Source: an optimization exercise on an open RTL-to-GDS flow (aim: a short achievable clock period and few clock cycles). Production flows keep margins and buffers that such runs may drop. Function was checked by simulation only, so behaviour that the tests miss may differ from the original.

==> design.v <==
`timescale 1ns / 1ps
module Register(
		input [15:0] DIN,
		input WR_EN,
		input Reset,
		input CLK,
		output reg [15:0] DOUT
    );
	always @(posedge CLK or posedge Reset) begin
		if(Reset == 1)
			DOUT <= 0;
		else if (WR_EN == 1'b1)
				DOUT <= DIN;
		else
			DOUT <= DOUT;
	end
endmodule
`timescale 1ns / 1ps
module Decoder#(parameter N = 4, M = 16)(
		 input [N - 1 : 0] In,
		 input Reset,
		 output [M - 1 : 0] Out
    );
	 assign Out = (1 << In) & (~Reset);
endmodule
`timescale 1ns / 1ps
module SignExtender(
		input [15:0] In,
		input Reset,
		output reg [15:0] Out
    );
	parameter SIGN_BIT = 3;
	reg [15 -(SIGN_BIT + 1): 0] SignRail;
	always @(In or Reset)
		if (In[SIGN_BIT])
			SignRail <= 16'hFFFF;
		else
			SignRail <= 16'h0;
	always @(In or Reset or SignRail)
		if (Reset == 1)
			Out <= 0;
		else
			Out <= {SignRail, In[SIGN_BIT:0]};
endmodule
`timescale 1ns / 1ps
module ZeroExtender(
		input [15:0] In,
		input Reset,
		output reg [15:0] Out
	);
	parameter MSB = 3;
	wire [15 - (MSB + 1) : 0] ZeroRail = 16'h0;
	always @(In or Reset or ZeroRail)
		if (Reset)
			Out <= 16'b0;
		else 
			Out <= {ZeroRail, In[MSB:0]};
endmodule
`timescale 1ns / 1ps
module RegisterFile(
		input [3:0] RsAddr,
		input [2:0] RsShortAddr,
		input [2:0] RtAddr,
		input [3:0] RdAddr,
		input [2:0] RdShortAddr,
		input [3:0] WriteAddr,
		input [15:0] WriteData,
		input WriteEnable,
		input Reset,
		input Clock,
		output reg [15:0] Rs,
		output reg [15:0] RsShort,
		output reg [15:0] Rt,
		output reg [15:0] Rd,
		output reg [15:0] RdShort
	);
	wire [14:0] EnableLine;
	wire [15:0] OutputMatrix[15:0], DecodedAddr;
	Decoder Addresser (
		 .In(WriteAddr), 
		 .Reset(Reset), 
		 .Out(DecodedAddr)
	);
	assign EnableLine = DecodedAddr[15:1];
	assign OutputMatrix[0] = 0;
	generate
		genvar i;
		for (i = 1; i < 16; i = i + 1) begin : RegisterMatrix
			Register Reg(
				.DIN(WriteData), 
				.WR_EN(~Reset & WriteEnable & EnableLine[i - 1]), 
				.Reset(Reset), 
				.CLK(Clock), 
				.DOUT(OutputMatrix[i])
			);
		end
	endgenerate
	always @(Reset, RsAddr, RsShortAddr, RtAddr, RdAddr, RdShortAddr, OutputMatrix[RsAddr], OutputMatrix[RsShortAddr], OutputMatrix[RtAddr], OutputMatrix[RdAddr], OutputMatrix[RdShortAddr]) begin
		if (Reset) begin
			Rs <= 0;
			RsShort <= 0;
			Rt <= 0;
			Rd <= 0;
			RdShort <= 0;
		end
		else begin
			Rs <= OutputMatrix[RsAddr];
			RsShort <= OutputMatrix[RsShortAddr];
			Rt <= OutputMatrix[RtAddr];
			Rd <= OutputMatrix[RdAddr];
			RdShort <= OutputMatrix[RdShortAddr];
		end
	end
endmodule
`timescale 1ns / 1ns
module ALU(
		input [15:0] A,
		input [15:0] B,
		input [2:0] S,
		output GR,
		output EQ,
		output LT,
		output OVFL,
		output Z,
		output reg [15:0] R
    );
	 parameter Add = 3'd0, Sub = 3'd1, And = 3'd2, Or = 3'd3, Not = 3'd4, LeftShift = 3'd5, RightShift = 3'd6, Comp = 3'd7;
	 assign GR = A > B;
	 assign EQ = A == B;
	 assign LT = A < B;
	 assign Z = R == 0;
	 assign OVFL = ((S == Add) & ((A[15] & B[15] & ~R[15]) | (~A[15] & ~B[15] & R[15])))
						| ((S == Sub) & ((A[15] & ~B[15] & ~R[15]) | (~A[15] & B[15] & ~R[15])));
	 always @(S, A, B)
		case(S)
			Add: 
				R <= A + B;	
			Sub:
				R <= A - B;
			And:
				R <= A & B;
			Or:
				R <= A | B;
			Not:
				R <= ~A;
			LeftShift:
				R <= A << B;
			RightShift:
				R <= A >> B;
			Comp: begin
				if (A > B) 
					R <= 16'b1;
				else if (A < B)
					R <= 16'hFFFF;
				else
					R <= 16'b0;
			end
			default:
				R <= 16'd0;
		endcase
endmodule
`timescale 1ns / 1ps
module ALU_Subsystem(
		 input [15:0] A, B, PC_In, SE, SEL1, ZE,
		 input ALU_SrcA, ZE_SE,
		 input [1:0] ALU_SrcB,
		 input [2:0] ALU_Op,
		 input Reset, Clock,
		 output reg [15:0] ALU_Out, 
		 output [15:0] ALU_Result,
		 output EQ, GR, LT, Zero, Ovfl
    );
	 reg [15:0] SrcA, SrcB, ZE_Or_SE;
	 ALU MainALU (
		 .A(SrcA), 
		 .B(SrcB), 
		 .S(ALU_Op), 
		 .GR(GR), 
		 .EQ(EQ), 
		 .LT(LT), 
		 .OVFL(Ovfl), 
		 .Z(Zero), 
		 .R(ALU_Result)
    );
	always @(posedge Clock or posedge Reset)
		if (Reset)
			ALU_Out <= 0;
		else
			ALU_Out <= ALU_Result;
	 always @(A, PC_In, ALU_SrcA)
        if (ALU_SrcA)
            SrcA <= A;
        else
            SrcA <= PC_In;
	 always @(B, ZE_Or_SE, SEL1, ALU_SrcB) 
        case(ALU_SrcB)
            2'b00:
                SrcB <= B;
            2'b01:
                SrcB <= 16'd2;
            2'b10:
                SrcB <= SEL1;
            2'b11:
                SrcB <= ZE_Or_SE;
        endcase
	 always @(ZE, SE, ZE_SE)
        if (ZE_SE)
            ZE_Or_SE <= SE;
        else
            ZE_Or_SE <= ZE;
endmodule
`timescale 1ns / 1ps
module DecodeSubsystem(
		input [10:0] InstrParam, 
		input [15:0] ALUIN, MemoryIn, PCIN,
		input UpperLower, WriteEnable, HoldOldPCValue, OldNew,
		input [1:0] RegDest, RegData, RsRd, RsRt,
		input Reset, Clock,
		output reg [15:0] A, B,
		output [10:0] JumpImmediate, 
		output [15: 0] ZE, SE, SEL1
	);
	reg [15:0] ImmediateLoad, WriteData;
	wire [15:0] Upper, Lower, RsOut, RsShortOut, RtOut, RdOut, RdShort;
	wire [15:0] Rs, RsShort, Rt, Rd;
	reg [3:0] WriteAddr;
	always @(RegDest, InstrParam) begin
		case(RegDest)
			2'b00: 
				WriteAddr <= InstrParam[10:7];  
			2'b01: 
				WriteAddr <= {1'b0, InstrParam[10:8]};  
			2'b10: 
				WriteAddr <= 4'd5;  
			3'b11:
				WriteAddr <= 4'd0;
		endcase
	end
	wire [15:0] OldPCValue;
	Register OldPC (
		.DIN(PCIN), 
		.WR_EN(~HoldOldPCValue), 
		.Reset(Reset), 
		.CLK(Clock), 
		.DOUT(OldPCValue)
	);
	always @(RegData, RegDest, InstrParam, MemoryIn, ALUIN, PCIN, OldPCValue, ImmediateLoad, OldNew) begin
		case(RegData)
			2'b00: 
				WriteData <= MemoryIn;
			2'b01: 
				WriteData <= ALUIN;
			2'b10: 
				if (OldNew)
					WriteData <= PCIN;
				else 
					WriteData <= OldPCValue;
			3'b11:
				WriteData <= ImmediateLoad;
		endcase
	end
	assign Upper = {InstrParam[7:0], RdShort[7:0]};
	assign Lower = {RdShort[15:8], InstrParam[7:0]};
	always @(Upper, Lower, UpperLower) begin
		if (UpperLower) begin
			ImmediateLoad <= Lower;
		end
		else begin
			ImmediateLoad <= Upper;
		end
	end
	RegisterFile RegFile (
		.RsAddr(InstrParam[6:3]), 
		.RsShortAddr(InstrParam[6:4]), 
		.RtAddr(InstrParam[2:0]), 
		.RdAddr(InstrParam[10:7]), 
		.RdShortAddr(InstrParam[10:8]), 
		.WriteAddr(WriteAddr), 
		.WriteData(WriteData), 
		.WriteEnable(WriteEnable), 
		.Reset(Reset), 
		.Clock(Clock), 
		.Rs(RsOut), 
		.RsShort(RsShortOut), 
		.Rt(RtOut), 
		.Rd(RdOut), 
		.RdShort(RdShort)
	);
	ZeroExtender #(.MSB(3)) Z (
		.In(InstrParam[3:0]), 
		.Reset(Reset), 
		.Out(ZE)
	);
	SignExtender #(.SIGN_BIT(3)) S (
		.In(InstrParam[3:0]), 
		.Reset(Reset), 
		.Out(SE)
    );
	assign SEL1 = SE << 1'b1;
	assign JumpImmediate = InstrParam[10:0];
	Register RsReg (
		.DIN(RsOut), 
		.WR_EN(1'b1), 
		.Reset(Reset), 
		.CLK(Clock), 
		.DOUT(Rs)
	);
	Register RsShortReg (
		.DIN(RsShortOut), 
		.WR_EN(1'b1), 
		.Reset(Reset), 
		.CLK(Clock), 
		.DOUT(RsShort)
	);
	Register RtReg (
		.DIN(RtOut), 
		.WR_EN(1'b1), 
		.Reset(Reset), 
		.CLK(Clock), 
		.DOUT(Rt)
	);
	Register RdReg (
		.DIN(RdOut), 
		.WR_EN(1'b1), 
		.Reset(Reset), 
		.CLK(Clock), 
		.DOUT(Rd)
	);
	always @(Rs, RsShort, Rt, Rd, RsRd, RsRt) begin			
		case(RsRd)
			2'b00:
				A <= Rs;
			2'b01:
				A <= RsShort;
			2'b10:
				A <= Rd;
			2'b11:
				A <= SEL1;
		endcase
		case(RsRt)
			2'b00:
				B <= RsShort;
			2'b01:
				B <= Rt;
			2'b10:
				B <= Rd;
			2'b11:
				B <= 0;
		endcase
	end
endmodule
`timescale 1ns / 1ps
module PCMemorySubsystem(
		input [10:0] JumpImmediate,
		input [15:0] ALU_Result,
		input [15:0] ALU_Out,
		input [15:0] SrcA,
		input [15:0] SrcB,
		input [1:0] PC_Source,
		input PC_Write,
		input InstData,
		input IR_Write,
		input MemWrite,
		input [15:0] MemRData,
		input Reset,
		input Clock,
		output [15:0] PC_Out,
		output [15:0] MemoryOut,
		output [15:0] Instruction,
		output [13:0] MemAddr,
		output [15:0] MemWData,
		output MemWE
	);
	reg [15:0] MemoryAddress, PC_In;
	Register PC (
		.DIN(PC_In), 
		.WR_EN(PC_Write), 
		.Reset(Reset), 
		.CLK(Clock), 
		.DOUT(PC_Out)
	);
	assign MemAddr = MemoryAddress[14:1];
	assign MemWData = SrcB;
	assign MemWE = MemWrite;
	assign MemoryOut = MemRData;
	Register InstructionRegister (
		.DIN(MemoryOut), 
		.WR_EN(IR_Write), 
		.Reset(Reset), 
		.CLK(Clock), 
		.DOUT(Instruction)
	);
	always @(PC_Out, JumpImmediate, ALU_Result, ALU_Out, SrcA, PC_Source) begin
		case(PC_Source)
			2'b00:
				PC_In <= {PC_Out[15:11], JumpImmediate};
			2'b01:
				PC_In <= ALU_Result;
			2'b10:
				PC_In <= ALU_Out;
			2'b11:
				PC_In <= SrcA;
		endcase
	end
	always @(PC_Out, ALU_Out, InstData) begin
		if (InstData)
			MemoryAddress <= ALU_Out;
		else
			MemoryAddress <= PC_Out;
	end
endmodule
`timescale 1ns / 1ps
module PCMemoryDecodeSubsystem(
		input [15:0] ALU_Out, ALU_Result,
		input [1:0] PC_Source, RegData, RegDest, RsRd, RsRt,
		input PC_Write, InstData, MemoryWrite, IR_Write, WriteReg, UpperLower, HoldOldPCValue, OldNew,
		input [15:0] MemRData,
		input Reset, Clock,
		output [13:0] MemAddr,
		output [15:0] MemWData,
		output MemWE,
		output [15:0] A, B, PC_Out, ZE, SE, SEL1,
		output [4:0] Opcode
	);
	wire [10:0] JumpImmediate;
	wire [15:0] DataMemory, Instruction;
	assign Opcode = Instruction[15:11];
	PCMemorySubsystem PC_Memory (
		.JumpImmediate(JumpImmediate), 
		.ALU_Out(ALU_Out), 
		.ALU_Result(ALU_Result),
		.SrcA(A), 
		.SrcB(B), 
		.PC_Source(PC_Source), 
		.PC_Write(PC_Write), 
		.InstData(InstData), 
		.IR_Write(IR_Write), 
		.MemWrite(MemoryWrite), 
		.MemRData(MemRData),
		.Reset(Reset), 
		.Clock(Clock), 
		.PC_Out(PC_Out), 
		.MemoryOut(DataMemory), 
		.Instruction(Instruction),
		.MemAddr(MemAddr),
		.MemWData(MemWData),
		.MemWE(MemWE)
	);
	DecodeSubsystem RegFileOutputs (
		.InstrParam(Instruction[10:0]), 
		.ALUIN(ALU_Out),
		.PCIN(PC_Out),
		.MemoryIn(DataMemory),  
		.RsRt(RsRt), 
		.UpperLower(UpperLower), 
		.WriteEnable(WriteReg), 
		.RegDest(RegDest), 
		.RegData(RegData), 
		.RsRd(RsRd), 
		.HoldOldPCValue(HoldOldPCValue),
		.OldNew(OldNew),
		.Reset(Reset), 
		.Clock(Clock), 
		.A(A), 
		.B(B), 
		.JumpImmediate(JumpImmediate), 
		.ZE(ZE), 
		.SE(SE), 
		.SEL1(SEL1)
	);
endmodule
`timescale 1ns / 1ps
module PCMemoryDecodeALU_Subsystem(
		input WritePC,
		input InstData,
		input WriteMemory,
		input WriteIR,
		input HoldOldPCValue,
		input OldNew,
		input [1:0] RegData,
		input [1:0] RegDest,
		input WriteRegister,
		input [1:0] RsRd,
		input [1:0] RsRt,
		input ZE_SE,
		input ALU_SrcA,
		input [1:0] ALU_SrcB,
		input UpperLower,
		input [2:0] ALU_Op,
		input [1:0] PC_Src,
		input [15:0] MemRData,
		input Reset, 
		input Clock,
		output [13:0] MemAddr,
		output [15:0] MemWData,
		output MemWE,
		output [4:0] Opcode,
		output EQ, GR, LT, Zero, Ovfl
	);
	wire [15:0] ALU_Out, ALU_Result, A, B, ZE, SE, SEL1, PC_Out;
	PCMemoryDecodeSubsystem OperandsAndMemory (
		.ALU_Out(ALU_Out),
		.ALU_Result(ALU_Result),
		.PC_Source(PC_Src), 
		.RegData(RegData), 
		.RegDest(RegDest), 
		.RsRd(RsRd), 
		.PC_Write(WritePC), 
		.InstData(InstData), 
		.MemoryWrite(WriteMemory), 
		.IR_Write(WriteIR), 
		.WriteReg(WriteRegister), 
		.RsRt(RsRt), 
		.UpperLower(UpperLower), 
		.HoldOldPCValue(HoldOldPCValue),
		.OldNew(OldNew),
		.MemRData(MemRData),
		.Reset(Reset), 
		.Clock(Clock),
		.MemAddr(MemAddr),
		.MemWData(MemWData),
		.MemWE(MemWE),
		.PC_Out(PC_Out),
		.A(A), 
		.B(B), 
		.ZE(ZE), 
		.SE(SE), 
		.SEL1(SEL1), 
		.Opcode(Opcode)
	);
	ALU_Subsystem ALU (
		.A(A), 
		.B(B), 
		.PC_In(PC_Out), 
		.SE(SE), 
		.SEL1(SEL1), 
		.ZE(ZE), 
		.ALU_SrcA(ALU_SrcA), 
		.ZE_SE(ZE_SE), 
		.ALU_SrcB(ALU_SrcB), 
		.ALU_Op(ALU_Op), 
		.Reset(Reset), 
		.Clock(Clock), 
		.ALU_Out(ALU_Out), 
		.ALU_Result(ALU_Result),
		.EQ(EQ), 
		.GR(GR), 
		.LT(LT), 
		.Zero(Zero), 
		.Ovfl(Ovfl)
	);
endmodule
`timescale 1ns / 1ps
module FiniteStateMachineInVerilog(
		input Clock,Reset,
		input [4:0] opcode,
		output reg PCWrite, MemRead, MemWrite, IRWrite, ALUSrcA, InstData, WriteReg, ZeSe, UpperLower, BNE, BEQ, BLT, BLET, BGT, BGET, HoldOldPCValue, OldNew,
		output reg[1:0] ALUSrcB, PCSource, RegDest, RegData, RsRd, RsRt,
		output reg[2:0] ALUOp
	);
	reg[4:0] currentState, nextState;
	localparam startState = 5'd0, nextPCState = 5'd1, jumpState = 5'd2, callState = 5'd3, Load1State = 5'd4, load2State = 5'd5, 
				  store2State = 5'd6, luiState = 5'd7, lliState = 5'd8, addiState = 5'd9, srlState = 5'd10, sllState = 5'd11, 
				  beqState = 5'd12, bneState = 5'd13, bltState = 5'd14, bgtState = 5'd15, bletState = 5'd16, bgetState = 5'd17, 
				  addState = 5'd18, subState = 5'd19, andState = 5'd20, orState = 5'd21, notState = 5'd22, compState = 5'd23, 
				  nopState = 5'd25, jrState = 5'd26, regstoreState = 5'd27, ResetState = 5'd28, Load3State = 5'd29, Store3State = 5'd30, Store1State = 5'd31;
	localparam add=5'b00000, addi=5'b00001, sub=5'b00010, jump=5'b00011, call=5'b00100, beq=5'b00101, bne=5'b00110, load=5'b00111,
				  lli=5'b01000, lui=5'b01001, store=5'b01010, OR=5'b01011, AND=5'b01100, NOT=5'b01101, nop=5'b01110, comp=5'b01111, 
				  sll=5'b10000, srl=5'b10001, blt=5'b10010, bgt=5'b10011, blet=5'b10100, bget=5'b10101, jr=5'b10110; 
	always @(currentState, opcode)
		case (currentState)
		ResetState: 	nextState <= startState;
		startState:		nextState <= nextPCState;
		nextPCState:	case(opcode)
							jump:		nextState <= jumpState;
							call:		nextState <= callState;
							load:	   nextState <= Load1State;
							store:   nextState <= Store1State;
							lui:		nextState <= luiState;
							lli: 		nextState <= lliState;
							srl:	 	nextState <= srlState;
							sll:	 	nextState <= sllState;
							bne:	 	nextState <= bneState;
							beq:	 	nextState <= beqState;
							blt:	 	nextState <= bltState;
							bgt:	 	nextState <= bgtState;
							blet:	 	nextState <= bletState;
							bget:	 	nextState <= bgetState;
							addi:	 	nextState <= addiState;
							add:	 	nextState <= addState;
							sub:	 	nextState <= subState;
							AND:	 	nextState <= andState;
							OR:		nextState <= orState;
							NOT:	 	nextState <= notState;
							comp:	 	nextState <= compState;
							nop:		nextState <= nopState;
							jr:		nextState <= jrState;
							default: nextState <= currentState;
							endcase
		jumpState:		nextState <= ResetState;
		callState:		nextState <= ResetState;
		Load1State:		nextState <= load2State;
		load2State:		nextState <= Load3State;
		Load3State:		nextState <= ResetState;
		Store1State: 	nextState <= store2State;
		store2State:	nextState <= Store3State;
		Store3State: 	nextState <= ResetState;
		luiState:		nextState <= startState;
		lliState: 		nextState <= startState;
		srlState:	 	nextState <= regstoreState;
		sllState:	 	nextState <= regstoreState;
		bneState:	 	nextState <= ResetState;
		beqState:	 	nextState <= ResetState;
		bltState:	 	nextState <= ResetState;
		bgtState:	 	nextState <= ResetState;
		bletState:	 	nextState <= ResetState;
		bgetState:	 	nextState <= ResetState;
		addiState:	 	nextState <= regstoreState;
		addState:	 	nextState <= regstoreState;
		subState:	 	nextState <= regstoreState;
		andState:	 	nextState <= regstoreState;
		orState:		nextState <= regstoreState;
		notState:	 	nextState <= regstoreState;
		nopState:		nextState <= startState;
		compState:	 	nextState <= regstoreState;
		jrState:			nextState <= ResetState;
		regstoreState:	nextState <= startState;
					default:		nextState <= currentState;
		endcase
	always @(posedge Reset, posedge Clock) begin
		if(Reset) currentState <= ResetState;
		else currentState <= nextState;
	end
	always @(currentState) begin
		OldNew <= 0;
		HoldOldPCValue = 1;
		case(currentState)
		ResetState: begin
			PCWrite <= 0;
			InstData <= 0;
			MemRead <= 0;
			MemWrite <= 0;
			IRWrite <= 0;
			InstData <= 0;
			ALUSrcA <= 0;
			ALUSrcB <= 2'b00;
			PCSource <= 2'b00;
			WriteReg <= 0;
			ZeSe <= 0;
			UpperLower <= 0;
			RsRt <= 0;
			BNE <= 0;
			BEQ <= 0;
			BLT <= 0;
			BLET <= 0;
			BGT <= 0;
			BGET <= 0;
			RegDest <= 2'b00;
			RegData <= 2'b00;
			RsRd <= 2'b00;
			ALUOp = 3'b000;
		end
		startState: begin 
						PCWrite <= 1;
						InstData <= 0;
						OldNew <= 0;
						MemRead <= 1;
						MemWrite <= 0;
						IRWrite <= 1;
						ALUSrcA <= 0;
						ALUSrcB <= 2'b01;
						PCSource <= 2'b01;
						WriteReg <= 0;
						ZeSe <= 0;
						UpperLower <= 0;
						RsRt <= 0;
						BNE <= 0;
						BEQ <= 0;
						BLT <= 0;
						BLET <= 0;
						BGT <= 0;
						BGET <= 0;
						RegDest <= 2'b00;
						RegData <= 2'b00;
						RsRd <= 2'b00;
						ALUOp = 3'b000;
						HoldOldPCValue = 0;
						end
		nextPCState:		begin 
						PCWrite <= 0;
						InstData <= 0;
						MemRead <= 0;
						MemWrite <= 0;
						IRWrite <= 0;
						ALUSrcA <= 0;
						ALUSrcB <= 2'b10;
						PCSource <= 2'b01;
						WriteReg <= 0;
						ZeSe <= 1;
						UpperLower <= 0;
						RsRt <= 0;
						BNE <= 0;
						BEQ <= 0;
						BLT <= 0;
						BLET <= 0;
						BGT <= 0;
						BGET <= 0;
						RegDest <= 2'b00;
						RegData <= 2'b00;
						RsRd <= 2'b00;
						ALUOp = 3'b000;
						HoldOldPCValue = 1;
						end
		jumpState:	begin 
						PCWrite <= 1;
						InstData <= 0;
						MemRead <= 0;
						MemWrite <= 0;
						IRWrite <= 0;
						ALUSrcA <= 0;
						ALUSrcB <= 2'b00;
						PCSource <= 2'b00;
						WriteReg <= 0;
						ZeSe <= 0;
						UpperLower <= 0;
						RsRt <= 0;
						BNE <= 0;
						BEQ <= 0;
						BLT <= 0;
						BLET <= 0;
						BGT <= 0;
						BGET <= 0;
						RegDest <= 2'b00;
						RegData <= 2'b00;
						RsRd <= 2'b00;
						ALUOp = 3'b000;
						end
		callState:	begin 
						PCWrite <= 1;
						OldNew <= 1;
						InstData <= 0;
						MemRead <= 0;
						MemWrite <= 0;
						IRWrite <= 0;
						ALUSrcA <= 0;
						ALUSrcB <= 2'b00;
						PCSource <= 2'b00;
						WriteReg <= 1;
						ZeSe <= 0;
						UpperLower <= 0;
						RsRt <= 0;
						BNE <= 0;
						BEQ <= 0;
						BLT <= 0;
						BLET <= 0;
						BGT <= 0;
						BGET <= 0;
						RegDest <= 2'b10;
						RegData <= 2'b10;
						RsRd <= 00;
						ALUOp = 3'b000;
						end	
		Load1State:begin 
						PCWrite <= 0;
						InstData <= 1;
						MemRead <= 0;
						MemWrite <= 0;
						IRWrite <= 0;
						ALUSrcA <= 1;
						ALUSrcB <= 2'b11;
						PCSource <= 2'b00;
						WriteReg <= 0;
						ZeSe <= 0;
						UpperLower <= 0;
						RsRt <= 0;
						BNE <= 0;
						BEQ <= 0;
						BLT <= 0;
						BLET <= 0;
						BGT <= 0;
						BGET <= 0;
						RegDest <= 2'b00;
						RegData <= 2'b00;
						RsRd <= 2'b01;
						RsRt <= 2;
						ALUOp = 3'b000;
						end
		load2State: begin 
						PCWrite <= 0;
						InstData <= 1;
						MemRead <= 0;
						MemWrite <= 0;
						IRWrite <= 0;
						ALUSrcA <= 0;
						ALUSrcB <= 2'b00;
						PCSource <= 2'b00;
						WriteReg <= 0;
						ZeSe <= 0;
						UpperLower <= 0;
						RsRt <= 2;
						BNE <= 0;
						BEQ <= 0;
						BLT <= 0;
						BLET <= 0;
						BGT <= 0;
						BGET <= 0;
						RegDest <= 2'b00;
						RegData <= 2'b00;
						RsRd <= 2'b01;
						ALUOp = 3'b000;
						end
		Load3State: begin 
			PCWrite <= 0;
			InstData <= 1;
			MemRead <= 1;
			MemWrite <= 0;
			IRWrite <= 0;
			ALUSrcA <= 0;
			ALUSrcB <= 2'b00;
			PCSource <= 2'b00;
			WriteReg <= 1;
			ZeSe <= 0;
			UpperLower <= 0;
			RsRt <= 0;
			BNE <= 0;
			BEQ <= 0;
			BLT <= 0;
			BLET <= 0;
			BGT <= 0;
			BGET <= 0;
			RegDest <= 2'b00;
			RegData <= 2'b00;
			RsRd <= 2'b00;
			ALUOp = 3'b000;
		end
		Store1State: begin
						PCWrite <= 0;
						InstData <= 1;
						MemRead <= 0;
						MemWrite <= 0;
						IRWrite <= 0;
						ALUSrcA <= 1;
						ALUSrcB <= 2'b11;
						PCSource <= 2'b00;
						WriteReg <= 0;
						ZeSe <= 0;
						UpperLower <= 0;
						RsRt <= 0;
						BNE <= 0;
						BEQ <= 0;
						BLT <= 0;
						BLET <= 0;
						BGT <= 0;
						BGET <= 0;
						RegDest <= 2'b00;
						RegData <= 2'b00;
						RsRd <= 2'b01;
						RsRt <= 2;
						ALUOp = 3'b000;
						end
		store2State:begin 
						PCWrite <= 0;
						InstData <= 1;
						MemRead <= 0;
						MemWrite <= 0;
						IRWrite <= 0;
						ALUSrcA <= 1;
						ALUSrcB <= 2'b11;
						PCSource <= 2'b00;
						WriteReg <= 0;
						ZeSe <= 0;
						UpperLower <= 0;
						RsRt <= 2;
						BNE <= 0;
						BEQ <= 0;
						BLT <= 0;
						BLET <= 0;
						BGT <= 0;
						BGET <= 0;
						RegDest <= 2'b00;
						RegData <= 2'b00;
						RsRd <= 2'b01;
						ALUOp = 3'b000;
						end
		Store3State:begin 
						PCWrite <= 0;
						InstData <= 1;
						MemRead <= 0;
						MemWrite <= 1;
						IRWrite <= 0;
						ALUSrcA <= 0;
						ALUSrcB <= 2'b00;
						PCSource <= 2'b00;
						WriteReg <= 0;
						ZeSe <= 0;
						UpperLower <= 0;
						RsRt <= 2;
						BNE <= 0;
						BEQ <= 0;
						BLT <= 0;
						BLET <= 0;
						BGT <= 0;
						BGET <= 0;
						RegDest <= 2'b00;
						RegData <= 2'b00;
						RsRd <= 2'b01;
						ALUOp = 3'b000;
						end
		luiState:	begin 
						PCWrite <= 0;
						InstData <= 0;
						MemRead <= 0;
						MemWrite <= 0;
						IRWrite <= 0;
						ALUSrcA <= 0;
						ALUSrcB <= 2'b00;
						PCSource <= 2'b00;
						WriteReg <= 1;
						ZeSe <= 0;
						UpperLower <= 0;
						RsRt <= 0;
						BNE <= 0;
						BEQ <= 0;
						BLT <= 0;
						BLET <= 0;
						BGT <= 0;
						BGET <= 0;
						RegDest <= 2'b01;
						RegData <= 2'b11;
						RsRd <= 2'b00;
						ALUOp = 3'b000;
						end
		lliState: 	begin 
						PCWrite <= 0;
						InstData <= 0;
						MemRead <= 0;
						MemWrite <= 0;
						IRWrite <= 0;
						ALUSrcA <= 0;
						ALUSrcB <= 2'b00;
						PCSource <= 2'b00;
						WriteReg <= 1;
						ZeSe <= 0;
						UpperLower <= 1;
						RsRt <= 0;
						BNE <= 0;
						BEQ <= 0;
						BLT <= 0;
						BLET <= 0;
						BGT <= 0;
						BGET <= 0;
						RegDest <= 2'b01;
						RegData <= 2'b11;
						RsRd <= 2'b00;
						ALUOp = 3'b000;
						end
		addiState:	begin 
						PCWrite <= 0;
						InstData <= 0;
						MemRead <= 0;
						MemWrite <= 0;
						IRWrite <= 0;
						ALUSrcA <= 1;
						ALUSrcB <= 2'b11;
						PCSource <= 2'b00;
						WriteReg <= 0;
						ZeSe <= 1;
						UpperLower <= 0;
						RsRt <= 0;
						BNE <= 0;
						BEQ <= 0;
						BLT <= 0;
						BLET <= 0;
						BGT <= 0;
						BGET <= 0;
						RegDest <= 2'b00;
						RegData <= 2'b00;
						RsRd <= 2'b01;
						ALUOp = 3'b000;
						end
		srlState:	begin 
						PCWrite <= 0;
						InstData <= 0;
						MemRead <= 0;
						MemWrite <= 0;
						IRWrite <= 0;
						ALUSrcA <= 1;
						ALUSrcB <= 2'b11;
						PCSource <= 2'b00;
						WriteReg <= 0;
						ZeSe <= 0;
						UpperLower <= 0;
						RsRt <= 0;
						BNE <= 0;
						BEQ <= 0;
						BLT <= 0;
						BLET <= 0;
						BGT <= 0;
						BGET <= 0;
						RegDest <= 2'b00;
						RegData <= 2'b00;
						RsRd <= 2'b01;
						ALUOp = 3'b110;
						end
		sllState:	begin 
						PCWrite <= 0;
						InstData <= 0;
						MemRead <= 0;
						MemWrite <= 0;
						IRWrite <= 0;
						ALUSrcA <= 1;
						ALUSrcB <= 2'b11;
						PCSource <= 2'b00;
						WriteReg <= 0;
						ZeSe <= 0;
						UpperLower <= 0;
						RsRt <= 0;
						BNE <= 0;
						BEQ <= 0;
						BLT <= 0;
						BLET <= 0;
						BGT <= 0;
						BGET <= 0;
						RegDest <= 2'b00;
						RegData <= 2'b00;
						RsRd <= 2'b01;
						ALUOp = 3'b101;
						end
		bneState:	begin 
						PCWrite <= 0;
						InstData <= 0;
						MemRead <= 0;
						MemWrite <= 0;
						IRWrite <= 0;
						ALUSrcA <= 1;
						ALUSrcB <= 2'b00;
						PCSource <= 2'b10;
						WriteReg <= 0;
						ZeSe <= 0;
						UpperLower <= 0;
						RsRt <= 0;
						BNE <= 1;
						BEQ <= 0;
						BLT <= 0;
						BLET <= 0;
						BGT <= 0;
						BGET <= 0;
						RegDest <= 2'b00;
						RegData <= 2'b00;
						RsRd <= 2'b10;
						ALUOp = 3'b001;
						end
		beqState:	begin 
						PCWrite <= 0;
						InstData <= 0;
						MemRead <= 0;
						MemWrite <= 0;
						IRWrite <= 0;
						ALUSrcA <= 1;
						ALUSrcB <= 2'b00;
						PCSource <= 2'b10;
						WriteReg <= 0;
						ZeSe <= 0;
						UpperLower <= 0;
						RsRt <= 0;
						BNE <= 0;
						BEQ <= 1;
						BLT <= 0;
						BLET <= 0;
						BGT <= 0;
						BGET <= 0;
						RegDest <= 2'b00;
						RegData <= 2'b00;
						RsRd <= 2'b10;
						ALUOp = 3'b001;
						end
		bltState:	begin 
						PCWrite <= 0;
						InstData <= 0;
						MemRead <= 0;
						MemWrite <= 0;
						IRWrite <= 0;
						ALUSrcA <= 1;
						ALUSrcB <= 2'b00;
						PCSource <= 2'b10;
						WriteReg <= 0;
						ZeSe <= 0;
						UpperLower <= 0;
						RsRt <= 0;
						BNE <= 0;
						BEQ <= 0;
						BLT <= 1;
						BLET <= 0;
						BGT <= 0;
						BGET <= 0;
						RegDest <= 2'b00;
						RegData <= 2'b00;
						RsRd <= 2'b10;
						ALUOp = 3'b001;
						end
		bgtState:   begin 
						PCWrite <= 0;
						InstData <= 0;
						MemRead <= 0;
						MemWrite <= 0;
						IRWrite <= 0;
						ALUSrcA <= 1;
						ALUSrcB <= 2'b00;
						PCSource <= 2'b10;
						WriteReg <= 0;
						ZeSe <= 0;
						UpperLower <= 0;
						RsRt <= 0;
						BNE <= 0;
						BEQ <= 0;
						BLT <= 0;
						BLET <= 0;
						BGT <= 1;
						BGET <= 0;
						RegDest <= 2'b00;
						RegData <= 2'b00;
						RsRd <= 2'b10;
						ALUOp = 3'b001;
						end
		bletState:	begin 
						PCWrite <= 0;
						InstData <= 0;
						MemRead <= 0;
						MemWrite <= 0;
						IRWrite <= 0;
						ALUSrcA <= 1;
						ALUSrcB <= 2'b00;
						PCSource <= 2'b10;
						WriteReg <= 0;
						ZeSe <= 0;
						UpperLower <= 0;
						RsRt <= 0;
						BNE <= 0;
						BEQ <= 0;
						BLT <= 0;
						BLET <= 1;
						BGT <= 0;
						BGET <= 0;
						RegDest <= 2'b00;
						RegData <= 2'b00;
						RsRd <= 2'b10;
						ALUOp = 3'b001;
						end
		bgetState:	begin 
						PCWrite <= 0;
						InstData <= 0;
						MemRead <= 0;
						MemWrite <= 0;
						IRWrite <= 0;
						ALUSrcA <= 1;
						ALUSrcB <= 2'b00;
						PCSource <= 2'b10;
						WriteReg <= 0;
						ZeSe <= 0;
						UpperLower <= 0;
						RsRt <= 0;
						BNE <= 0;
						BEQ <= 0;
						BLT <= 0;
						BLET <= 0;
						BGT <= 0;
						BGET <= 1;
						RegDest <= 2'b00;
						RegData <= 2'b00;
						RsRd <= 2'b10;
						ALUOp = 3'b001;
						end
		addState:	begin 
						PCWrite <= 0;
						InstData <= 0;
						MemRead <= 0;
						MemWrite <= 0;
						IRWrite <= 0;
						ALUSrcA <= 1;
						ALUSrcB <= 2'b00;
						PCSource <= 2'b01;
						WriteReg <= 0;
						ZeSe <= 0;
						UpperLower <= 0;
						RsRt <= 1;
						BNE <= 0;
						BEQ <= 0;
						BLT <= 0;
						BLET <= 0;
						BGT <= 0;
						BGET <= 0;
						RegDest <= 2'b00;
						RegData <= 2'b00;
						RsRd <= 2'b00;
						ALUOp = 3'b000;
						end
		subState: 	begin 
						PCWrite <= 0;
						InstData <= 0;
						MemRead <= 0;
						MemWrite <= 0;
						IRWrite <= 0;
						ALUSrcA <= 1;
						ALUSrcB <= 2'b00;
						PCSource <= 2'b01;
						WriteReg <= 0;
						ZeSe <= 0;
						UpperLower <= 0;
						RsRt <= 1;
						BNE <= 0;
						BEQ <= 0;
						BLT <= 0;
						BLET <= 0;
						BGT <= 0;
						BGET <= 0;
						RegDest <= 2'b00;
						RegData <= 2'b00;
						RsRd <= 2'b00;
						ALUOp = 3'b001;
						end
		andState: 	begin 
						PCWrite <= 0;
						InstData <= 0;
						MemRead <= 0;
						MemWrite <= 0;
						IRWrite <= 0;
						ALUSrcA <= 1;
						ALUSrcB <= 2'b00;
						PCSource <= 2'b01;
						WriteReg <= 0;
						ZeSe <= 0;
						UpperLower <= 0;
						RsRt <= 1;
						BNE <= 0;
						BEQ <= 0;
						BLT <= 0;
						BLET <= 0;
						BGT <= 0;
						BGET <= 0;
						RegDest <= 2'b00;
						RegData <= 2'b00;
						RsRd <= 2'b00;
						ALUOp = 3'b010;
						end
		orState:	 	begin 
						PCWrite <= 0;
						InstData <= 0;
						MemRead <= 0;
						MemWrite <= 0;
						IRWrite <= 0;
						ALUSrcA <= 1;
						ALUSrcB <= 2'b00;
						PCSource <= 2'b01;
						WriteReg <= 0;
						ZeSe <= 0;
						UpperLower <= 0;
						RsRt <= 1;
						BNE <= 0;
						BEQ <= 0;
						BLT <= 0;
						BLET <= 0;
						BGT <= 0;
						BGET <= 0;
						RegDest <= 2'b00;
						RegData <= 2'b00;
						RsRd <= 2'b00;
						ALUOp = 3'b011;
						end
		notState:	begin 
						PCWrite <= 0;
						InstData <= 0;
						MemRead <= 0;
						MemWrite <= 0;
						IRWrite <= 0;
						ALUSrcA <= 1;
						ALUSrcB <= 2'b00;
						PCSource <= 2'b01;
						WriteReg <= 0;
						ZeSe <= 0;
						UpperLower <= 0;
						RsRt <= 1;
						BNE <= 0;
						BEQ <= 0;
						BLT <= 0;
						BLET <= 0;
						BGT <= 0;
						BGET <= 0;
						RegDest <= 2'b00;
						RegData <= 2'b00;
						RsRd <= 2'b00;
						ALUOp = 3'b100;
						end
		nopState:	begin 
						PCWrite <= 0;
						InstData <= 0;
						MemRead <= 0;
						MemWrite <= 0;
						IRWrite <= 0;
						ALUSrcA <= 0;
						ALUSrcB <= 2'b00;
						PCSource <= 2'b00;
						WriteReg <= 0;
						ZeSe <= 0;
						UpperLower <= 0;
						RsRt <= 0;
						BNE <= 0;
						BEQ <= 0;
						BLT <= 0;
						BLET <= 0;
						BGT <= 0;
						BGET <= 0;
						RegDest <= 2'b00;
						RegData <= 2'b00;
						RsRd <= 2'b00;
						ALUOp = 3'b000;
						end
		compState:	begin 
						PCWrite <= 0;
						InstData <= 0;
						MemRead <= 0;
						MemWrite <= 0;
						IRWrite <= 0;
						ALUSrcA <= 1;
						ALUSrcB <= 2'b00;
						PCSource <= 2'b01;
						WriteReg <= 0;
						ZeSe <= 0;
						UpperLower <= 0;
						RsRt <= 1;
						BNE <= 0;
						BEQ <= 0;
						BLT <= 0;
						BLET <= 0;
						BGT <= 0;
						BGET <= 0;
						RegDest <= 2'b00;
						RegData <= 2'b00;
						RsRd <= 2'b00;
						ALUOp = 3'b111;
						end
		jrState:		begin
						PCWrite <= 1;
						InstData <= 0;
						MemRead <= 0;
						MemWrite <= 0;
						IRWrite <= 0;
						ALUSrcA <= 1;
						ALUSrcB <= 2'b00;
						PCSource <= 2'b11;
						WriteReg <= 0;
						ZeSe <= 0;
						UpperLower <= 0;
						RsRt <= 0;
						BNE <= 0;
						BEQ <= 0;
						BLT <= 0;
						BLET <= 0;
						BGT <= 0;
						BGET <= 0;
						RegDest <= 2'b00;
						RegData <= 2'b00;
						RsRd <= 2'b10;
						ALUOp = 3'b000;
						end
		regstoreState: begin 
							PCWrite <= 0;
							InstData <= 0;
							MemRead <= 0;
							MemWrite <= 0;
							IRWrite <= 0;
							ALUSrcA <= 0;
							ALUSrcB <= 2'b00;
							PCSource <= 2'b00;
							WriteReg <= 1;
							ZeSe <= 0;
							UpperLower <= 0;
							RsRt <= 1;
							BNE <= 0;
							BEQ <= 0;
							BLT <= 0;
							BLET <= 0;
							BGT <= 0;
							BGET <= 0;
							RegDest <= 2'b00;
							RegData <= 2'b01;
							RsRd <= 2'b00;
							ALUOp = 3'b000;
							end
					default: begin
								PCWrite <= 0;
								InstData <= 0;
								MemRead <= 0;
								MemWrite <= 0;
								IRWrite <= 0;
								ALUSrcA <= 0;
								ALUSrcB <= 2'b00;
								PCSource <= 2'b00;
								WriteReg <= 1;
								ZeSe <= 0;
								UpperLower <= 0;
								RsRt <= 1;
								BNE <= 0;
								BEQ <= 0;
								BLT <= 0;
								BLET <= 0;
								BGT <= 0;
								BGET <= 0;
								RegDest <= 2'b00;
								RegData <= 2'b01;
								RsRd <= 2'b00;
								ALUOp = 3'b000;
								end
		endcase
	end
endmodule
`timescale 1ns / 1ps
module IntegratedDatapath(
	input Reset,
	input Clock,
	output [13:0] MemAddr,
	output [15:0] MemWData,
	output MemWE,
	input [15:0] MemRData
);
wire InstData;
wire WritePC, PCWrite, WriteMemory, WriteIR, WriteRegister, ZE_SE, UpperLower, ALU_SrcA, HoldOldPCValue, OldNew; 
wire BNE, BEQ, BLT, BLET, BGT, BGET;
wire EQ, GR, LT, Ovfl, Zero;
wire [1:0] PC_Src, ALU_SrcB, RsRd, RsRt, RegDest, RegData;
wire [2:0] ALU_Op;
wire [4:0] Opcode;
assign WritePC = PCWrite | (BEQ & EQ) | (BNE & ~EQ) | (BLT & LT) | (BGT & GR) | (BLET & (EQ | LT)) | (BGET & (EQ | GR));
FiniteStateMachineInVerilog Control (
		.Clock(Clock), 
		.Reset(Reset), 
		.opcode(Opcode), 
		.PCWrite(PCWrite), 
		.MemRead(), 
		.MemWrite(WriteMemory), 
		.IRWrite(WriteIR), 
		.ALUSrcA(ALU_SrcA), 
		.InstData(InstData), 
		.WriteReg(WriteRegister), 
		.ZeSe(ZE_SE), 
		.UpperLower(UpperLower), 
		.RsRt(RsRt), 
		.BNE(BNE), 
		.BEQ(BEQ), 
		.BLT(BLT), 
		.BLET(BLET), 
		.BGT(BGT), 
		.BGET(BGET), 
		.ALUSrcB(ALU_SrcB), 
		.PCSource(PC_Src), 
		.RegDest(RegDest), 
		.RegData(RegData), 
		.RsRd(RsRd),
		.ALUOp(ALU_Op),
		.HoldOldPCValue(HoldOldPCValue),
		.OldNew(OldNew)
	);
	PCMemoryDecodeALU_Subsystem Datapath (
		.WritePC(WritePC), 
		.InstData(InstData), 
		.WriteMemory(WriteMemory), 
		.WriteIR(WriteIR), 
		.RegData(RegData), 
		.RegDest(RegDest), 
		.WriteRegister(WriteRegister), 
		.RsRd(RsRd), 
		.RsRt(RsRt), 
		.ZE_SE(ZE_SE), 
		.ALU_SrcA(ALU_SrcA), 
		.ALU_SrcB(ALU_SrcB), 
		.UpperLower(UpperLower), 
		.ALU_Op(ALU_Op), 
		.PC_Src(PC_Src), 
		.HoldOldPCValue(HoldOldPCValue),
		.OldNew(OldNew),
		.MemRData(MemRData),
		.Reset(Reset), 
		.Clock(Clock), 
		.MemAddr(MemAddr),
		.MemWData(MemWData),
		.MemWE(MemWE),
		.Opcode(Opcode), 
		.EQ(EQ), 
		.GR(GR), 
		.LT(LT), 
		.Zero(Zero), 
		.Ovfl(Ovfl)
	);
endmodule
==> run.sh <==
#!/bin/bash
# synth_recipe.tcl (not shown) runs the flow's synth.tcl, then flattens the netlist and writes it again
# the make line also repeats each setting of config.mk as NAME=value (left out here)
make -C /OpenROAD-flow-scripts/flow DESIGN_CONFIG=/design/flow/config.mk WORK_HOME=/design/flow/orfs CLKGATE_MAP_FILE= SYNTH_SCRIPT=/design/flow/synth_recipe.tcl finish
==> config.mk <==
export PLATFORM = sky130hd
export DESIGN_NAME = IntegratedDatapath
export DESIGN_NICKNAME = IntegratedDatapath
export VERILOG_FILES = /design/flow/design.v
export SDC_FILE = /design/flow/constraint.sdc
export NUM_CORES = 4
export LEC_CHECK = 0
export CAP_MARGIN = 20
export CORE_MARGIN = 2
export CORE_UTILIZATION = 40
export SLEW_MARGIN = 20
==> constraint.sdc <==
create_clock -name core_clock -period 9.0 [get_ports {Clock}]
set_input_delay 1.8000 -clock core_clock [delete_from_list [all_inputs] [get_ports {Clock}]]
set_output_delay 1.8000 -clock core_clock [all_outputs]
set_load 0.01 [all_outputs]
==> notes.md <==
-- cell usage in the layout, fill, tap and decap left out, drive strengths merged, types with 9 or more instances in the layout --
cell type | netlist | routed
or3 | 9 | 9
clkinv | 3 | 13
clkdlybuf4s50 | 0 | 48
ha | 48 | 48
a21oi | 251 | 251
buf | 58 | 102
nor2 | 296 | 296
and3 | 19 | 19
o21a | 12 | 12
a31oi | 60 | 60
nor2b | 32 | 32
nand2b | 31 | 31
a221o | 18 | 18
a222oi | 32 | 32
and2 | 27 | 27
a221oi | 84 | 84
mux4 | 22 | 22
nor3 | 66 | 66
a21o | 12 | 12
or2 | 9 | 9
nand2 | 316 | 316
nand4 | 22 | 22
o22ai | 18 | 18
dfrtp | 354 | 354
mux2i | 80 | 80
inv | 63 | 64
xnor2 | 15 | 15
clkbuf | 195 | 54
mux2 | 159 | 159
o21ai | 247 | 247
a22oi | 106 | 106
a211oi | 39 | 39
a22o | 33 | 33
o211ai | 30 | 30
o31ai | 12 | 12
a41oi | 11 | 11
nand3 | 76 | 76
-- logic make-up (layout without fill, tap and decap cells) --
group | count (synthesis) | count (layout) | synth area share
simple gates | 923 | 923 | 0.164
compound gates | 1057 | 1057 | 0.282
xor+xnor | 18 | 18 | 0.00620
buf+inv | 319 | 287 | 0.0498
mux | 261 | 261 | 0.121
flops | 357 | 357 | 0.352
fa+ha+maj | 50 | 50 | 0.0252
other cells | 0 | 3 | 0
-- final cells by class --
type                       instances  area share
antenna                            3    0.000264
clock buffer                      54      0.0392
clock inverter                    17     0.00854
inverter                          66     0.00885
multi-input combinational       2309       0.547
sequential                       357       0.315
tap                              846      0.0372
timing repair buffer             150      0.0444
-- worst max-delay path: stages (launching register included) --
cell and delay, ns:
dfstp_2 1.05, and2b_4 0.30, o21a_2 0.23, nor3_2 0.86, a221oi_1 0.37, inv_1 0.23
a21oi_1 0.14, ha_1 0.53, nand4_1 0.25, or4_1 0.52, nor4_1 0.63, o21ai_0 0.16
mux2i_1 0.17, nand2_1 0.07, o311ai_0 0.12, nand2_1 0.66, nor2_4 0.44, mux2_1 0.35
-- per-stage QoR --
| step | utilization |
|---|---|
| 5_1_grt | 0.451 |
| 6_report | 0.451 |
| 4_1_cts | 0.450 |
| 2_1_floorplan | - |
| 3_5_place_dp | 0.429 |
| 3_3_place_gp | 0.429 |
-- layer usage --
metal / GRT usage / up-vias / wire [um]
li1: - / 11100 / -
met1: 0.494 / 12800 / 48300
met2: 0.532 / 2243 / 51100
met3: 0.121 / 627 / 17400
met4: 0.206 / 6 / 8790
met5: 0 / - / 80
-- how the worst max path moves through the flow --
stage                                                            end                     from
global route        Datapath.OperandsAndMemory.PC_Memory.PC.DOUT[15]  Control.currentState[3]
detailed placement  Datapath.OperandsAndMemory.PC_Memory.PC.DOUT[12]                    Reset
finish              Datapath.OperandsAndMemory.PC_Memory.PC.DOUT[12]  Control.currentState[3]
floorplan           Datapath.OperandsAndMemory.PC_Memory.PC.DOUT[11]                    Reset
CTS                 Datapath.OperandsAndMemory.PC_Memory.PC.DOUT[12]  Control.currentState[3]
global placement    Datapath.OperandsAndMemory.PC_Memory.PC.DOUT[12]                    Reset
==> summary.md <==
The run finished with no timing, DRC or antenna violations. The critical path is of the reg2reg type. The initial cell density of the core came out at 0.404. For the final setup slack of the worst path, the log shows 1.75 ns.

The final max-slew violation count came out at 0. The root buffer cell chosen for the clock tree is clkbuf_16. Summing all multi-input logic gate instances after layout gives 15,500 um2. Among all flip-flop cells after synthesis, the most frequent one is dfrtp_1. The total non-filler cell area in the finished layout was 28,400 um2.

The routed layout has 26.8k vias. For the pin with the worst max-slew slack, the measured transition is 1.27 ns. The run gives 0 as the number of hold violations in the final report. Excluding fillers, the count of instances in the completed layout stands at 3,802. The first TritonRoute pass finished after 7 iterations. Max-cap violations in this run came to 0. The worst setup path is launched from a flip-flop. Sorting the synthesized cells by area gives the leading types as dfrtp_1 (35%), mux2_2 (7.0%), a21oi_1 (4.9%). The number of instances in the synthesized netlist was 2,985; the synthesis-to-layout area growth was 11.8%. The portion of the post-synthesis area used by sequential elements is 0.352.

The net count of the finished layout is 2,992. Detailed placement finished with a half-perimeter wire length of 88,000 um. In this run, distinct cell masters in the synthesized netlist total 101. TritonCTS built the clock tree. Setup repair after global routing left no endpoint under its margin. In the final layout, flip-flops and latches occupy 8950 um2. By count the netlist is led by dfrtp_1 (354), nand2_1 (315), nor2_1 (294).

Clock skew on the completed layout was measured at 0.0556 ns. For the worst-skew pair, the clock arrives at the later sink with an insertion delay of 0.62 ns. Before CTS, the worst setup slack after placement is 1.52 ns.

After layout, the minimum clock period comes to 7.25 ns. The ratio of cells with drive above 1 in the final layout is 0.161. The synthesized area divided by synthesized cell count was 8.52 um2. Buffers placed on the I/O ports in this run total 48.

Synthesis produced a netlist with a net count of 3,053. The total overflow left after global routing is 0. The worst min-delay path category is reg2reg.

The run gives 7 as the number of antenna violations at the first check in global routing. The number of global-route vias before repair is 25.3k, and the die height is 256 um. Of all cell types, the one taking the most synthesized area is dfrtp_1.

For the total routed wirelength, the log shows 126,000 um. Clock transition at the register clock pins on the worst setup and hold paths after CTS: 0.06 ns. The maximum number of pins on one net before global-route repair was 144; the area fraction of the dominant cell type after synthesis was 0.348. For the instance count after placement with tap cells included, the log shows 3,728.

The number of hold buffers added after cts came out at 0. Counting along the longest clock path gives a buffer depth of 3. After the first detailed-routing iteration, the DRC count stood at 4,716.

The filler cells instantiated in the layout total 6,224. For the number of warning messages in the yosys log, the log shows 11. For the wire length of the first global-routing pass, the log shows 181,000 um.

From left edge to right edge, the die measures 256 um. The endpoint identified for the worst register-to-register timing path is Datapath.OperandsAndMemory.PC_Memory.PC.DOUT[12]. Summing all placed instances gives a cell area of 27,000 um2. The floorplan step defined a die boundary enclosing 65,600 um2. The part of the cycle the worst path needs came out at 0.806.

Buffers inserted during clock tree synthesis total 40. The worst setup path is captured at a flip-flop. The total of endpoints with negative setup slack in the final report is 0, and the number of setup buffers added after CTS is 0. After detailed routing, the number of remaining DRC violations is 0. The run gives 0.510 ns as the final-layout worst hold slack. The wire length per cell is 33.1 um. The number of synthesized flops with an enable pin was 0; the final total negative setup slack was 0 ns. For this design, the sink count on the clock tree is 357.

Synthesis inferred 357 register bits. The async set-or-reset flop fraction in the synthesized netlist is 1.00. The data required time at the worst endpoint is 9.45 ns, and the remaining antenna violation count is 0. The worst register-to-register path begins at Control.currentState[3]. Count of cells along the worst hold path: 2. The tools report the number of H-tree branching levels as 2. The overall fraction of global-route tracks in use was 0.372. The number of placement rows is 92. The top-level port count is 49, and the path depth of the worst reg2reg path is 17.

Routability-driven placement finished with a final weighted congestion of 1.07. The detailed-route vias per instance was 7.04; the register-to-register path setup slack was 1.75 ns. Post-CTS repair changed the size of 0 cells.

Data arrives at the worst endpoint at 7.70 ns. In this run the cell area of the synthesized design comes to 25,400 um2. The maximum fanout along the worst path is 42, and the standard cell core area is 63,000 um2. dfrtp_1 is the most common cell in the netlist. The maximum frequency from static timing analysis is 0.138 GHz, and the headroom to the max-slew limit is 0.153.
Testbench counts, summed over its fixed seeds: cycles 434,709.

[re-timing with driven ports]
In the flow no input, the clock included, has a driving cell. The finished layout below was timed again as built, in two steps. Step 1 (the two cells are an assumption about what drives the block):
set clk [get_ports {Clock}]
set_driving_cell -lib_cell sky130_fd_sc_hd__clkbuf_16 $clk
set_driving_cell -lib_cell sky130_fd_sc_hd__buf_2 [delete_from_list [all_inputs] $clk]
Step 2 times the ports against the registers' clock, not the clock port: input delays grow and output delays shrink by t, the midpoint of the rising clock arrivals with the driver on. Three values: ideal, step 1, step 2; two values: the first two.
t (ns): 0.653
setup WS [ns]: 1.749 / 1.749 / 1.234
worst hold slack (ns): 0.510 / 0.510 / 0.510
After both steps setup and hold are still met in this run. The setup slack of this run moves by 0.000 ns with the drivers and by -0.515 ns with both steps.
